What follows belongs to an exercise in optimizing a design on an open flow for small area; a production flow would make more cautious choices.
Function was checked by simulation only, so behaviour that the tests miss may differ from the original.
Power figures rest on the tool's default switching activity, not on a simulated workload.

==> config.mk <==
export PLATFORM = sky130hd
export DESIGN_NAME = game
export DESIGN_NICKNAME = game
export VERILOG_FILES = /design/flow/design.v
export SDC_FILE = /design/flow/constraint.sdc
export NUM_CORES = 4
export LEC_CHECK = 0
export CAP_MARGIN = 20
export CORE_MARGIN = 2
export CORE_UTILIZATION = 40
export SLEW_MARGIN = 20
==> constraint.sdc <==
create_clock -name core_clock -period 10.0 [get_ports {CLK}]
set_input_delay 2.0000 -clock core_clock [delete_from_list [all_inputs] [get_ports {CLK}]]
set_output_delay 2.0000 -clock core_clock [all_outputs]
set_load 0.01 [all_outputs]
==> design.v <==
module debounce(
    input wire clk,
    input wire rst,
    input wire i_btn,
    output reg o_state,
    output wire o_ondn,
    output wire o_onup
    );
    reg sync_0, sync_1;
    always @(posedge clk) sync_0 <= rst ? 1'b0 : i_btn;
    always @(posedge clk) sync_1 <= rst ? 1'b0 : sync_0;
    reg [18:0] counter;
    wire idle = (o_state == sync_1);
    wire low0 = ~|counter[17:0];
    wire max  = counter[18] & low0;
    wire fb   = counter[18] ^ counter[4] ^ counter[1] ^ counter[0] ^ low0;
    always @(posedge clk)
    if (rst)
    begin
        counter <= 0;
        o_state <= 1'b0;
    end
    else
    begin
        if (idle)
            counter <= 0;
        else
        begin
            counter <= {counter[17:0], fb};
            if (max)
                o_state <= ~o_state;
        end
    end
    assign o_ondn = ~idle & max & ~o_state;
    assign o_onup = ~idle & max & o_state;
endmodule
module rocket
#(
    parameter [7:0] K_DOWN = 8'h1B,
    parameter [7:0] K_UP   = 8'h1D,
    parameter [7:0] K_STOP = 8'h1C,
    parameter IY = 410
    )
    (
    input wire i_clk,
    input wire rst,
    input wire hold,           
    input wire strobe,         
    input wire moved,          
    input wire [7:0] keycode,
    output reg [8:0] y
    );
    reg [1:0] movement;
    wire [11:0] Y = y;
    wire [11:0] o_y1 = Y - 30;
    wire [11:0] o_y2 = Y + 30;
    always @(posedge i_clk)
    if (rst)
    begin
        y <= IY;
        movement <= 0;
    end
    else
    begin
        if (hold)
            y <= IY;
        if (strobe) begin
            if (keycode == K_DOWN & o_y2 <= 480)
                movement <= 1;
            else if (keycode == K_UP & o_y1 >= 10)
                movement <= 2;
            else if (keycode == K_STOP & o_y1 >= 10)
                movement <= 0;
        end
        if (moved) begin
            if (movement == 1 && o_y2 <= 475)
                y <= y + 10;
            else if (movement == 2 && o_y1 >= 10)
                y <= y - 10;
        end
    end
endmodule
module ball #(
    parameter KIND = 0,
    parameter IX = 300,
    parameter IY = 380,
    parameter XW = 12          
    )
    (
    input wire i_clk,
    input wire rst,
    input wire toggle,         
    input wire mode_nz,        
    input wire animate,
    input wire com,            
    input wire par,            
    input wire [8:0] p1y,      
    input wire [8:0] p2y,      
    output reg [XW-1:0] x,
    output reg [8:0] y,
    output reg endgame,
    output wire [8:0] livesA,  
    output wire [8:0] livesB   
    );
    reg [2:0] LA, LB;
    assign livesA = {{6{LA[2] & LA[1]}}, LA};
    assign livesB = {{6{LB[2] & LB[1]}}, LB};
    reg x_dir, y_dir;
    reg [1:0] incx, incy;
    wire [11:0] X = x;
    wire [11:0] Y = y;
    wire [11:0] o_x1 = X - 10;
    wire [11:0] o_x2 = X + 10;
    wire [11:0] o_y1 = Y - 10;
    wire [11:0] o_y2 = Y + 10;
    wire [11:0] P1 = p1y;
    wire [11:0] P2 = p2y;
    wire [11:0] p1_y1 = P1 - 30, p1_y2 = P1 + 30;
    wire [11:0] p2_y1 = P2 - 30, p2_y2 = P2 + 30;
    wire hit1 = (12'd21 >= o_x1) &&
                ((p1_y1 <= o_y1 && o_y1 <= p1_y2) || (p1_y1 <= o_y2 && o_y2 <= p1_y2));
    wire hit2_0 = (12'd621 <= o_x2) &&
                ((p2_y1 <= o_y1 && o_y1 <= p2_y2) || (p2_y1 <= o_y2 && o_y2 <= p2_y2));
    wire x_up, y_up;
    wire x_st, x_dn, y_st, y_dn;
    debounce detecty(.clk(i_clk), .rst(rst), .i_btn(y_dir), .o_state(y_st), .o_ondn(y_dn), .o_onup(y_up));
    debounce detectx(.clk(i_clk), .rst(rst), .i_btn(x_dir), .o_state(x_st), .o_ondn(x_dn), .o_onup(x_up));
    wire edgeL = (KIND == 2) ? (X <= 341) : (X <= 11);
    wire edgeR = (KIND == 1) ? (X >= 299) : (X >= 629);
    always @(posedge i_clk)
    if (rst)
    begin
        endgame <= 0;
        LA <= 5;
        LB <= 5;
        x <= IX;
        y <= IY;
        x_dir <= 0;
        y_dir <= 0;
        incx <= 1;
        incy <= 1;
    end
    else
    begin
        if (edgeL && toggle)
        begin
            if (KIND == 2)
                x_dir <= 1;
            else
            begin
                if (KIND == 0) begin
                    LB <= LB - 1;
                    if (LB == 1) endgame <= 1;
                end else begin
                    LA <= LA - 1;
                    if (LA == 1) endgame <= 1;
                end
                x <= IX;
                y <= IY;
                x_dir <= ~par;
                y_dir <= 0;
                incx <= 1;
                incy <= 1;
            end
        end
        if (edgeR && toggle)
        begin
            if (KIND == 1)
                x_dir <= 0;
            else
            begin
                LA <= LA - 1;
                if (LA == 1) endgame <= 1;
                x <= IX;
                y <= IY;
                x_dir <= ~par;
                y_dir <= 0;
                incx <= 1;
                incy <= 1;
            end
        end
        if (x_up & incx != 3)
            incx <= incx + 1;
        if (y_up & incy != 3) begin
            incy <= incy + 1;
            if (com & incx != 3)
                incx <= incx + 1;
        end
        if (!mode_nz) begin
            x <= IX;
            y <= IY;
            x_dir <= ~par;
            y_dir <= 0;
            incx <= 1;
            incy <= 1;
        end
        if (animate && !endgame && mode_nz && (KIND == 0 || toggle))
        begin
            x <= x_dir ? X + incx : X - incx;
            y <= y_dir ? Y + incy : Y - incy;
            if (Y <= 11)
                y_dir <= 1;
            if (Y >= 469)
                y_dir <= 0;
            if (KIND != 2 && hit1)
                x_dir <= 1;
            if (KIND == 0 && hit2_0)
                x_dir <= 0;
            if (KIND == 2 && hit2_0)
                x_dir <= 0;
        end
    end
endmodule
`timescale 1ns / 1ps
module game(
    input wire [1:0] mode,
    input wire CLK,  
    input wire rst,  
    input wire [7:0] keycode,  
    input wire switch,
    input wire animate,  
    input wire [9:0] x,  
    input wire [8:0] y,  
    output reg [3:0] VGA_R,  
    output reg [3:0] VGA_G,  
    output reg [3:0] VGA_B,  
    output wire [2:0] endgame,  
    output wire [8:0] lives1,lives2
    );
    wire mode_nz = |mode;
    reg par;
    always @(posedge CLK) par <= rst ? 1'b0 : ~par;
    wire hold = endgame[0] | ~mode_nz;
    wire strobe = animate & ~hold;
    reg moved;
    always @(posedge CLK) moved <= rst ? 1'b0 : strobe;
    wire [8:0] p1y, p2y;
    rocket #(.K_DOWN(8'h1B), .K_UP(8'h1D), .K_STOP(8'h1C)) R1(
        .i_clk(CLK), .rst(rst), .hold(hold), .strobe(strobe), .moved(moved),
        .keycode(keycode), .y(p1y));
    rocket #(.K_DOWN(8'h72), .K_UP(8'h75), .K_STOP(8'h6B)) R2(
        .i_clk(CLK), .rst(rst), .hold(hold), .strobe(strobe), .moved(moved),
        .keycode(keycode), .y(p2y));
    wire com = keycode[1] | keycode[0];
    wire [11:0] b0x, b1x;
    wire [9:0] b2x;
    wire [8:0] b0y, b1y, b2y;
    wire [8:0] l1A, l2A, unusedB1, unusedB2;
    ball #(.KIND(0), .IX(300), .XW(12)) b0(
        .i_clk(CLK), .rst(rst), .toggle(~switch), .mode_nz(mode_nz), .animate(animate),
        .com(com), .par(par), .p1y(p1y), .p2y(p2y),
        .x(b0x), .y(b0y), .endgame(endgame[0]), .livesA(lives1), .livesB(lives2));
    ball #(.KIND(1), .IX(300), .XW(12)) b1(
        .i_clk(CLK), .rst(rst), .toggle(switch), .mode_nz(mode_nz), .animate(animate),
        .com(com), .par(par), .p1y(p1y), .p2y(p2y),
        .x(b1x), .y(b1y), .endgame(endgame[1]), .livesA(l1A), .livesB(unusedB1));
    ball #(.KIND(2), .IX(340), .XW(10)) b2(
        .i_clk(CLK), .rst(rst), .toggle(switch), .mode_nz(mode_nz), .animate(animate),
        .com(com), .par(par), .p1y(p1y), .p2y(p2y),
        .x(b2x), .y(b2y), .endgame(endgame[2]), .livesA(l2A), .livesB(unusedB2));
    wire [11:0] PX = x, PY = y;
    function automatic in_box(input [11:0] px, input [11:0] py,
                              input [11:0] x1, input [11:0] x2,
                              input [11:0] y1, input [11:0] y2);
        in_box = (px > x1) & (py > y1) & (px < x2) & (py < y2);
    endfunction
    wire [11:0] B0X = b0x, B1X = b1x, B2X = b2x;
    wire [11:0] B0Y = b0y, B1Y = b1y, B2Y = b2y;
    wire [11:0] P1 = p1y, P2 = p2y;
    wire sq_a = in_box(PX, PY, B0X - 10, B0X + 10, B0Y - 10, B0Y + 10) & ~switch;
    wire sq_b = in_box(PX, PY, 12'd0, 12'd20, P1 - 30, P1 + 30);
    wire sq_c = in_box(PX, PY, 12'd620, 12'd640, P2 - 30, P2 + 30);
    wire sq_d = (PX > 310) & (PY > 0) & (PX < 330) & (PY < 480);
    wire sq_e = in_box(PX, PY, B1X - 10, B1X + 10, B1Y - 10, B1Y + 10) & switch;
    wire sq_f = in_box(PX, PY, B2X - 10, B2X + 10, B2Y - 10, B2Y + 10) & switch;
    wire draw = sq_a | sq_b | sq_c | (sq_d & switch) | sq_e | sq_f;
    always @(posedge CLK)
    if (rst)
        {VGA_R, VGA_G, VGA_B} <= 12'd0;
    else
    begin
        VGA_R <= {4{draw & (mode == 2'b00)}};
        VGA_G <= {4{draw & (mode == 2'b01)}};
        VGA_B <= {4{draw & (mode == 2'b10)}};
    end
endmodule
==> run.sh <==
#!/bin/bash
# synth_recipe.tcl (not shown) runs the flow's synth.tcl, then flattens the netlist and writes it again
# the make line also repeats each setting of config.mk as NAME=value (left out here)
make -C /OpenROAD-flow-scripts/flow DESIGN_CONFIG=/design/flow/config.mk WORK_HOME=/design/flow/orfs CLKGATE_MAP_FILE= SYNTH_SCRIPT=/design/flow/synth_recipe.tcl finish
==> report_table.html <==
<table>
<tr><th>Metric</th><th>Value</th></tr>
<tr><th colspan="2">Outcome</th></tr>
<tr><td>Status</td><td>no timing/DRC/antenna violations</td></tr>
<tr><th colspan="2">Drt</th></tr>
<tr><td>Via density</td><td>between 5 and 6</td></tr>
<tr><td>Routed vias</td><td>19600</td></tr>
<tr><td>Drt pass-1 iters</td><td>6</td></tr>
<tr><td>Final wirelength</td><td>about 65 mm</td></tr>
<tr><td>Avg WL per Cell</td><td>~20 µm</td></tr>
<tr><td>Remaining DRCs</td><td>0</td></tr>
<tr><td>Final ANT Viol Nets</td><td>0</td></tr>
<tr><td>Detailed Route Iter0 Violations</td><td>1401</td></tr>
<tr><th colspan="2">Global route</th></tr>
<tr><td>Global-route wire length before repair</td><td>approximately 100 mm</td></tr>
<tr><td>Maximum number of pins on one net before global-route repair</td><td>88</td></tr>
<tr><td>Antenna violations before repair</td><td>1</td></tr>
<tr><td>Vias in the first global route</td><td>18900</td></tr>
<tr><td>GR Overflow Total</td><td>0</td></tr>
<tr><td>Total global routing track utilization</td><td>a little under a quarter</td></tr>
<tr><th colspan="2">Logic synthesis</th></tr>
<tr><td>Dominant cell type by area after synthesis</td><td>sky130_fd_sc_hd__dfxtp_1</td></tr>
<tr><td>Part of the Yosys area used for sequential elements</td><td>a little under a quarter</td></tr>
<tr><td>Most used flip-flop cell after synthesis</td><td>sky130_fd_sc_hd__dfxtp_1</td></tr>
<tr><td>Cells after synthesis</td><td>2649</td></tr>
<tr><td>Post-Syn Area</td><td>about 22000 µm²</td></tr>
<tr><td>Count of different cell masters after synthesis</td><td>90</td></tr>
<tr><td>Yosys reg bits</td><td>about 250</td></tr>
<tr><td>Net count of the mapped netlist</td><td>3053</td></tr>
<tr><td>Most numerous cell types in the synthesized netlist</td><td>sky130_fd_sc_hd__ha_1 (365), sky130_fd_sc_hd__dfxtp_1 (253), sky130_fd_sc_hd__nor2_1 (195)</td></tr>
<tr><td>Yosys warnings</td><td>7</td></tr>
<tr><td>Number of synthesized flops with an enable pin</td><td>0</td></tr>
<tr><td>Area share of the largest cell type after synthesis</td><td>23.4%</td></tr>
<tr><td>Syn avg cell area</td><td>around 8 µm²</td></tr>
<tr><td>Proportion of register bits with asynchronous set or reset after synthesis</td><td>0%</td></tr>
<tr><td>Synth top area cells</td><td>sky130_fd_sc_hd__dfxtp_1 (23%), sky130_fd_sc_hd__ha_1 (21%), sky130_fd_sc_hd__xnor2_1 (5.1%)</td></tr>
<tr><td>Cell with the most instances after synthesis</td><td>sky130_fd_sc_hd__ha_1</td></tr>
<tr><th colspan="2">Clock network</th></tr>
<tr><td>Clock Root Buffer</td><td>sky130_fd_sc_hd__clkbuf_16</td></tr>
<tr><td>TritonCTS clock tree</td><td>done</td></tr>
<tr><td>Clock buffers created by TritonCTS</td><td>30</td></tr>
<tr><td>Clock latency of the later-clocked register in the worst-skew pair</td><td>0.59 ns</td></tr>
<tr><td>Clock sink count</td><td>253</td></tr>
<tr><td>Post-CTS Resized</td><td>0</td></tr>
<tr><td>CTS clk-pin slew, worst paths</td><td>roughly 0.060 ns</td></tr>
<tr><td>Clk buf depth</td><td>3</td></tr>
<tr><td>Number of hold-repair buffers added at the cts stage</td><td>0</td></tr>
<tr><td>Post-CTS setup buffers</td><td>0</td></tr>
<tr><td>Number of levels in the clock H-tree</td><td>1</td></tr>
<tr><th colspan="2">Layout</th></tr>
<tr><td>Layout filler cell count</td><td>5291</td></tr>
<tr><td>Finished Core Util</td><td>44.0%</td></tr>
<tr><td>Combined area of the multi-input logic cells</td><td>15400 µm²</td></tr>
<tr><td>Area grow syn2layout</td><td>9.23%</td></tr>
<tr><td>Fin nets</td><td>3029</td></tr>
<tr><td>Ratio of cells with drive above 1 in the final layout</td><td>around 4.3%</td></tr>
<tr><td>Area used by sequential logic in the layout</td><td>5060 µm²</td></tr>
<tr><th colspan="2">Placed design</th></tr>
<tr><td>Count of port buffers added during placement</td><td>65</td></tr>
<tr><td>Detailed placer's ending HPWL</td><td>49.5 mm</td></tr>
<tr><td>Routability cong.</td><td>0.932</td></tr>
<tr><th colspan="2">Critical path</th></tr>
<tr><td>Worst Path Arrival</td><td>5.46 ns</td></tr>
<tr><td>Depth of the most critical reg-to-reg path</td><td>13</td></tr>
<tr><td>Register-to-register path setup slack</td><td>5.25 ns</td></tr>
<tr><td>Capture point of the worst reg-to-reg path</td><td>b0.x_dir$_SDFF_PP0_</td></tr>
<tr><td>Worst-path maximum fanout</td><td>6</td></tr>
<tr><td>Sort of element at the start of the critical path</td><td>primary input</td></tr>
<tr><td>Type of element capturing the critical path</td><td>register</td></tr>
<tr><td>Required time worst endpoint</td><td>10.51 ns</td></tr>
<tr><td>Start-to-end type of the worst setup path</td><td>in2reg</td></tr>
<tr><td>Critical R2R Launch</td><td>R1.y[1]$_SDFF_PP1_</td></tr>
<tr><th colspan="2">Floorplan</th></tr>
<tr><td>Width of the die</td><td>237 µm</td></tr>
<tr><td>Effective utilization at floorplan</td><td>40.3%</td></tr>
<tr><td>Top Ports</td><td>66</td></tr>
<tr><td>Total Die Area</td><td>56000 µm²</td></tr>
<tr><td>Core area</td><td>53700 µm²</td></tr>
<tr><td>Vertical die dimension</td><td>237 µm</td></tr>
<tr><td>Num rows</td><td>85</td></tr>
<tr><th colspan="2">Timing</th></tr>
<tr><td>Count of pins over their slew limit</td><td>0</td></tr>
<tr><td>Final worst path period share</td><td>49.5%</td></tr>
<tr><td>Peak clock frequency supported by timing</td><td>202 MHz</td></tr>
<tr><td>Final hold violation count</td><td>0</td></tr>
<tr><td>Unrepaired setup endpoints after global routing</td><td>no</td></tr>
<tr><td>Time the worst path needs with I/O delays and setup</td><td>4.95 ns</td></tr>
<tr><td>Worst slew slack as a fraction of its limit</td><td>23.8%</td></tr>
<tr><td>Clk_skew</td><td>0.0215 ns</td></tr>
<tr><td>Worst-Margin Slew</td><td>1.13 ns</td></tr>
<tr><td>Final setup TNS</td><td>0 ns</td></tr>
<tr><td>Number of setup violations in the final report</td><td>0</td></tr>
<tr><th colspan="2">Worst hold path</th></tr>
<tr><td>Endpoint of the worst hold-timing path</td><td>b1.detecty.sync_1$_SDFF_PP0_</td></tr>
<tr><td>Start point of the worst hold path</td><td>b1.detecty.sync_0$_SDFF_PP0_</td></tr>
<tr><td>Type of the tightest min-delay check</td><td>reg2reg</td></tr>
<tr><td>Number of cells on the worst hold path</td><td>1</td></tr>
<tr><th colspan="2">Power and ir drop</th></tr>
<tr><td>Power per unit of standard cell area</td><td>136 nW/µm²</td></tr>
<tr><td>Leakage power</td><td>just over 10 nW</td></tr>
<tr><td>Highest ir drop seen on vdd</td><td>0.126 mV</td></tr>
<tr><td>Total power</td><td>0.00322 W</td></tr>
<tr><th colspan="2">Job</th></tr>
<tr><td>Number of violations of the max-capacitance limit</td><td>0</td></tr>
</table>
stage by stage:
stage / hold WS (ns) / std cells / worst slack (ns) / cell area (µm²)
2_1_floorplan: 0.414 / 2649 / 6.00 / 21700
3_3_place_gp: 0.418 / 3289 / 4.47 / 22600
3_5_place_dp: 0.423 / 3289 / 4.44 / 22600
4_1_cts: 0.437 / 3345 / 5.04 / 23600
5_1_grt: 0.445 / 3346 / 4.98 / 23700
6_report: 0.435 / 3346 / 5.05 / 23700
final cells by class:
cell class / count / share of cell area, %
Inverter: 164 / 2.61
Clock inverter: 14 / 0.513
Clock buffer: 42 / 3.62
Sequential cell: 253 / 21.4
Tap cell: 696 / 3.68
Timing Repair Buffer: 80 / 3.22
Antenna cell: 1 / 0.0106
Multi-Input combinational cell: 2096 / 64.9
cell families (layout without fill, tap and decap cells):
group	after synthesis	in the layout	synth area share, %
and+or+nand+nor	896	896	22.0
AOI/OAI and AO/OA	628	628	18.8
adders and majority gates	374	374	21.8
buffers and inverters	300	300	5.78
DFF	253	253	23.4
xor gates and xnor gates	184	184	7.54
muxes	14	14	0.688
other	0	1	0
cell usage in the layout (no fill, tap or decap), types with 18 or more instances in the layout:
| cell type | count |
|---|---|
| sky130_fd_sc_hd__or3_1 | 23 |
| sky130_fd_sc_hd__ha_1 | 365 |
| sky130_fd_sc_hd__clkdlybuf4s50_1 | 64 |
| sky130_fd_sc_hd__nor2_1 | 195 |
| sky130_fd_sc_hd__a21oi_1 | 161 |
| sky130_fd_sc_hd__nor4_1 | 42 |
| sky130_fd_sc_hd__nor3_1 | 89 |
| sky130_fd_sc_hd__nand2_1 | 122 |
| sky130_fd_sc_hd__o21a_1 | 41 |
| sky130_fd_sc_hd__a31oi_1 | 30 |
| sky130_fd_sc_hd__o21ai_0 | 155 |
| sky130_fd_sc_hd__a21o_1 | 45 |
| sky130_fd_sc_hd__xor2_1 | 52 |
| sky130_fd_sc_hd__nand4_1 | 49 |
| sky130_fd_sc_hd__dfxtp_1 | 253 |
| sky130_fd_sc_hd__and2_1 | 65 |
| sky130_fd_sc_hd__nand2b_1 | 22 |
| sky130_fd_sc_hd__nand3_1 | 72 |
| sky130_fd_sc_hd__inv_1 | 160 |
| sky130_fd_sc_hd__and3_1 | 75 |
| sky130_fd_sc_hd__nor2b_1 | 58 |
| sky130_fd_sc_hd__clkbuf_16 | 30 |
| sky130_fd_sc_hd__a211oi_1 | 18 |
| sky130_fd_sc_hd__or4_1 | 19 |
| sky130_fd_sc_hd__xnor2_1 | 127 |
state kept, by name, summed over array words and instances, names as in the netlist, 9 cells and up:
register,count
b0.x,12
b1.x,12
b0.y,9
b1.y,9
R1.y,9
R2.y,9
b0.detecty.counter,19
b2.detectx.counter,19
b2.y,9
b2.detecty.counter,19
b0.detectx.counter,19
b2.x,10
b1.detecty.counter,19
b1.detectx.counter,19
critical path: stages:
cell                              delay [ns]
sky130_fd_sc_hd__clkdlybuf4s50_1        0.71
sky130_fd_sc_hd__ha_1                   0.32
sky130_fd_sc_hd__nor2b_1                0.15
sky130_fd_sc_hd__o21a_1                 0.16
sky130_fd_sc_hd__o21a_1                 0.16
sky130_fd_sc_hd__o21ai_0                0.17
sky130_fd_sc_hd__a21oi_1                0.10
sky130_fd_sc_hd__a2111oi_0              0.81
sky130_fd_sc_hd__o22ai_1                0.19
sky130_fd_sc_hd__o32a_1                 0.48
sky130_fd_sc_hd__nor3b_1                0.21
report_power, final:
group	internal (W)	total [W]	leakage, nW	switching (W)
registers	0.00105	0.00113	2.05	0.0000896
logic	0.000428	0.00101	7.60	0.000586
clock network	0.000605	0.00108	0.478	0.000471
total	0.00208	0.00322	10.1	0.00115
how the worst max path moves through the flow:
stage / start / to / slack [ns] / cells past startpoint
global placement: x[1] / VGA_G[0]$_SDFF_PP0_ / 4.47 / 11
CTS: x[1] / VGA_G[0]$_SDFF_PP0_ / 5.04 / 11
floorplan: x[1] / VGA_B[0]$_SDFF_PP0_ / 6.00 / 10
global route: x[1] / VGA_B[0]$_SDFF_PP0_ / 4.98 / 11
finish: x[1] / VGA_G[0]$_SDFF_PP0_ / 5.05 / 11
detailed placement: x[1] / VGA_G[0]$_SDFF_PP0_ / 4.44 / 11
routing by layer:
layer	GRT usage, %	wire, µm	vias to the layer above
met5	0	0	-
met4	7.29	2030	0
met3	2.72	3480	120
met2	37.2	29300	577
met1	31.5	30600	9379
li1	-	-	9551

re-timing with driven ports:
In the flow no input, the clock included, has a driving cell. The finished layout below was timed again as built, in two steps. Step 1 (the two cells are an assumption about what drives the block):
set clk [get_ports {CLK}]
set_driving_cell -lib_cell sky130_fd_sc_hd__clkbuf_16 $clk
set_driving_cell -lib_cell sky130_fd_sc_hd__buf_2 [delete_from_list [all_inputs] $clk]
Step 2 moves the port delays by t, midway between the first and last clock arrival at a register: inputs arrive t later, outputs are due t later. That takes back most of the time a late clock gives input paths. Slacks: ideal / step 1 / step 2; pairs: ideal / step 1.
t, ns: 0.638
setup WS [ns]: 5.051 / 5.081 / 4.443
latest minus earliest clock arrival (ns): 0.024 / 0.024
worst data-port slew with drivers (ns): 0.11
After both steps setup and hold are still met in this run. For this run, drivers alone change the setup slack by +0.030 ns; drivers and shift together by -0.608 ns.
